What follows belongs to an exercise in optimizing a design on an open flow for small area and a short achievable clock period; a production flow would make more cautious choices.
In this exercise RTL edits were held to simulation tests only and were not proved equivalent to the original.
The clock port is modelled as an ideal driver, which makes a skipped or thinned clock tree look cheaper than it is; a real chip needs a root buffer or a tree.

Design conv_top, start of the top module:
module conv_top (
    input clk, rst, en,
    input    [15:0] din,
    output   [15:0] DATA_OUT,
    output          VALID
);
For scale: about 930 flip-flops, roughly 36 I/O pins, about 44000 um^2 of cells after synthesis.
clock: 18.0 ns
lec_check: 0
abc_area: 1
cap_margin: 20
core_margin: 2
core_utilization: 65
cts_cluster_diameter: 100
cts_cluster_size: 30
slew_margin: 20
standard.sh (not shown) runs the stock make flow with config.mk's settings and CLKGATE_MAP_FILE= SYNTH_SCRIPT=/design/flow/synth_recipe.tcl, a recipe that flattens the netlist after the stock synthesis.
==> flow/flow/run.sh <==
#!/bin/bash
# Layout flow: the standard ORFS flow (standard.sh) with these changes:
#  * synthesis is synth_recipe.tcl with Yosys's early "abc -fast" mapping
#    skipped (synth -noabc), so the adder cells written in the RTL reach
#    extract_fa intact; the final ABC mapping, the flip-flop mapping and the
#    register names are unchanged;
set -euo pipefail
W=$(cd "$(dirname "$0")/.." && pwd)
cd "$W"
MARGIN=13.6
SYN=synth_recipe.tcl
sed '1s/yosys synth -nofsm -noshare /yosys synth -nofsm -noshare -noabc /' synth_recipe.tcl > synth_recipe_noabc.tcl
if head -1 synth_recipe_noabc.tcl | grep -q -- '-noabc'; then SYN=synth_recipe_noabc.tcl; fi
echo "synthesis script: $SYN, setup margin: $MARGIN" > flow_info.log
bash standard.sh SYNTH_SCRIPT="$W/$SYN" SETUP_SLACK_MARGIN=$MARGIN cts > flow_orfs_cts.log 2>&1
R=orfs/results/sky130hd/conv_top/base
if ODB_IN=$R/4_cts.odb ODB_OUT=$R/4_cts_top.odb openroad -no_init -exit flow/clock_top.tcl > flow_clock_top.log 2>&1 \
   && [[ -s $R/4_cts_top.odb ]]; then
  mv -f $R/4_cts_top.odb $R/4_cts.odb
else
  echo "clock_top.tcl failed: keeping ORFS's clock tree" >> flow_info.log
fi
bash standard.sh SYNTH_SCRIPT="$W/$SYN" SETUP_SLACK_MARGIN=$MARGIN finish > flow_orfs_finish.log 2>&1
Other scripts of this flow, unchanged in this note and not shown: flow/flow/clock_top.tcl
Edit:
--- a/flow/flow/run.sh
+++ b/flow/flow/run.sh
@@ -5,2 +5,4 @@
-#    extract_fa intact; the final ABC mapping, the flip-flop mapping and the
-#    register names are unchanged;
+#    extract_fa intact, and with the final ABC mapping run by
+#    flow/abc_map.script (area-oriented mapping, amap); the flip-flop mapping
+#    and the register names and cells are unchanged;
+#  * CTS adds no dummy loads (they only pad leaf nets for balance);
@@ -10,0 +13 @@
+CTSARGS="-sink_clustering_enable -repair_clock_nets -sink_clustering_size 30 -sink_clustering_max_diameter 100 -dont_use_dummy_load"
@@ -12,2 +15,17 @@
-sed '1s/yosys synth -nofsm -noshare /yosys synth -nofsm -noshare -noabc /' synth_recipe.tcl > synth_recipe_noabc.tcl
-if head -1 synth_recipe_noabc.tcl | grep -q -- '-noabc'; then SYN=synth_recipe_noabc.tcl; fi
+# synth_recipe.tcl with synth -noabc, and the final ABC mapping run with flow/abc_map.script
+{
+  sed -n '1s/yosys synth -nofsm -noshare /yosys synth -nofsm -noshare -noabc /p' synth_recipe.tcl
+  cat <<'TCL'
+proc _abc_map_script {name1 name2 op} {
+  upvar #0 abc_args a
+  set i [lsearch -exact $a -script]
+  if {$i >= 0 && [lindex $a [expr {$i+1}]] ne $::env(FLOW_ABC_MAP)} {
+    set a [lreplace $a [expr {$i+1}] [expr {$i+1}] $::env(FLOW_ABC_MAP)]
+  }
+}
+trace add variable ::abc_args write _abc_map_script
+TCL
+  tail -n +2 synth_recipe.tcl
+} > synth_recipe_own.tcl
+if head -1 synth_recipe_own.tcl | grep -q -- '-noabc'; then SYN=synth_recipe_own.tcl; fi
+export FLOW_ABC_MAP="$W/flow/abc_map.script"
@@ -15 +33 @@
-bash standard.sh SYNTH_SCRIPT="$W/$SYN" SETUP_SLACK_MARGIN=$MARGIN cts > flow_orfs_cts.log 2>&1
+bash standard.sh SYNTH_SCRIPT="$W/$SYN" SETUP_SLACK_MARGIN=$MARGIN "CTS_ARGS=$CTSARGS" cts > flow_orfs_cts.log 2>&1
==> flow/flow/abc_map.script (new file) <==
strash
dch
amap
topo
stime -c
buffer -c
upsize -c
dnsize -c
What happened:
- cell count drops by 6.6%
- die area drops by 3.7%
- maximum frequency climbs by 1.0%
- area after synthesis drops by 3.8%
- first-iteration DRC count climbs by 31%
- worst setup slack gains 46 ps
- via count drops by 0.38%
- critical path depth stays the same
- global-route usage drops by 0.22 points

[re-timing with driven ports]
No port has a modelled driver above. Below, the same layouts with a new extraction and two added sets of constraints. Step 1 sets driving cells, clkbuf_16 on the clock port and buf_2 on the other inputs (assumed; they add their load-dependent delay and slew). Step 2 adds t to the input delays and takes it off the output delays; t is the mean of the earliest and latest rising clock arrival at the registers after step 1. Input paths then give back, and output paths get back, about the clock's delay inside the block. Slacks: ideal / step 1 / step 2; pairs: ideal / step 1.
run | t, ns | setup WS [ns] | hold slack, ns | clock arrival spread, ns | cell pins on the clock port's net
the first run | 0.572 | 13.498 / 13.364 / 13.220 | 0.319 / 0.319 / 0.319 | 0.068 / 0.069 | 4
the second run | 0.524 | 13.545 / 13.411 / 13.257 | 0.294 / 0.294 / 0.294 | 0.053 / 0.053 | 4
After both steps every run listed still meets setup and hold. The setup slack of the second run, which loses most, moves by -0.134 ns with the drivers and by -0.288 ns with both steps.
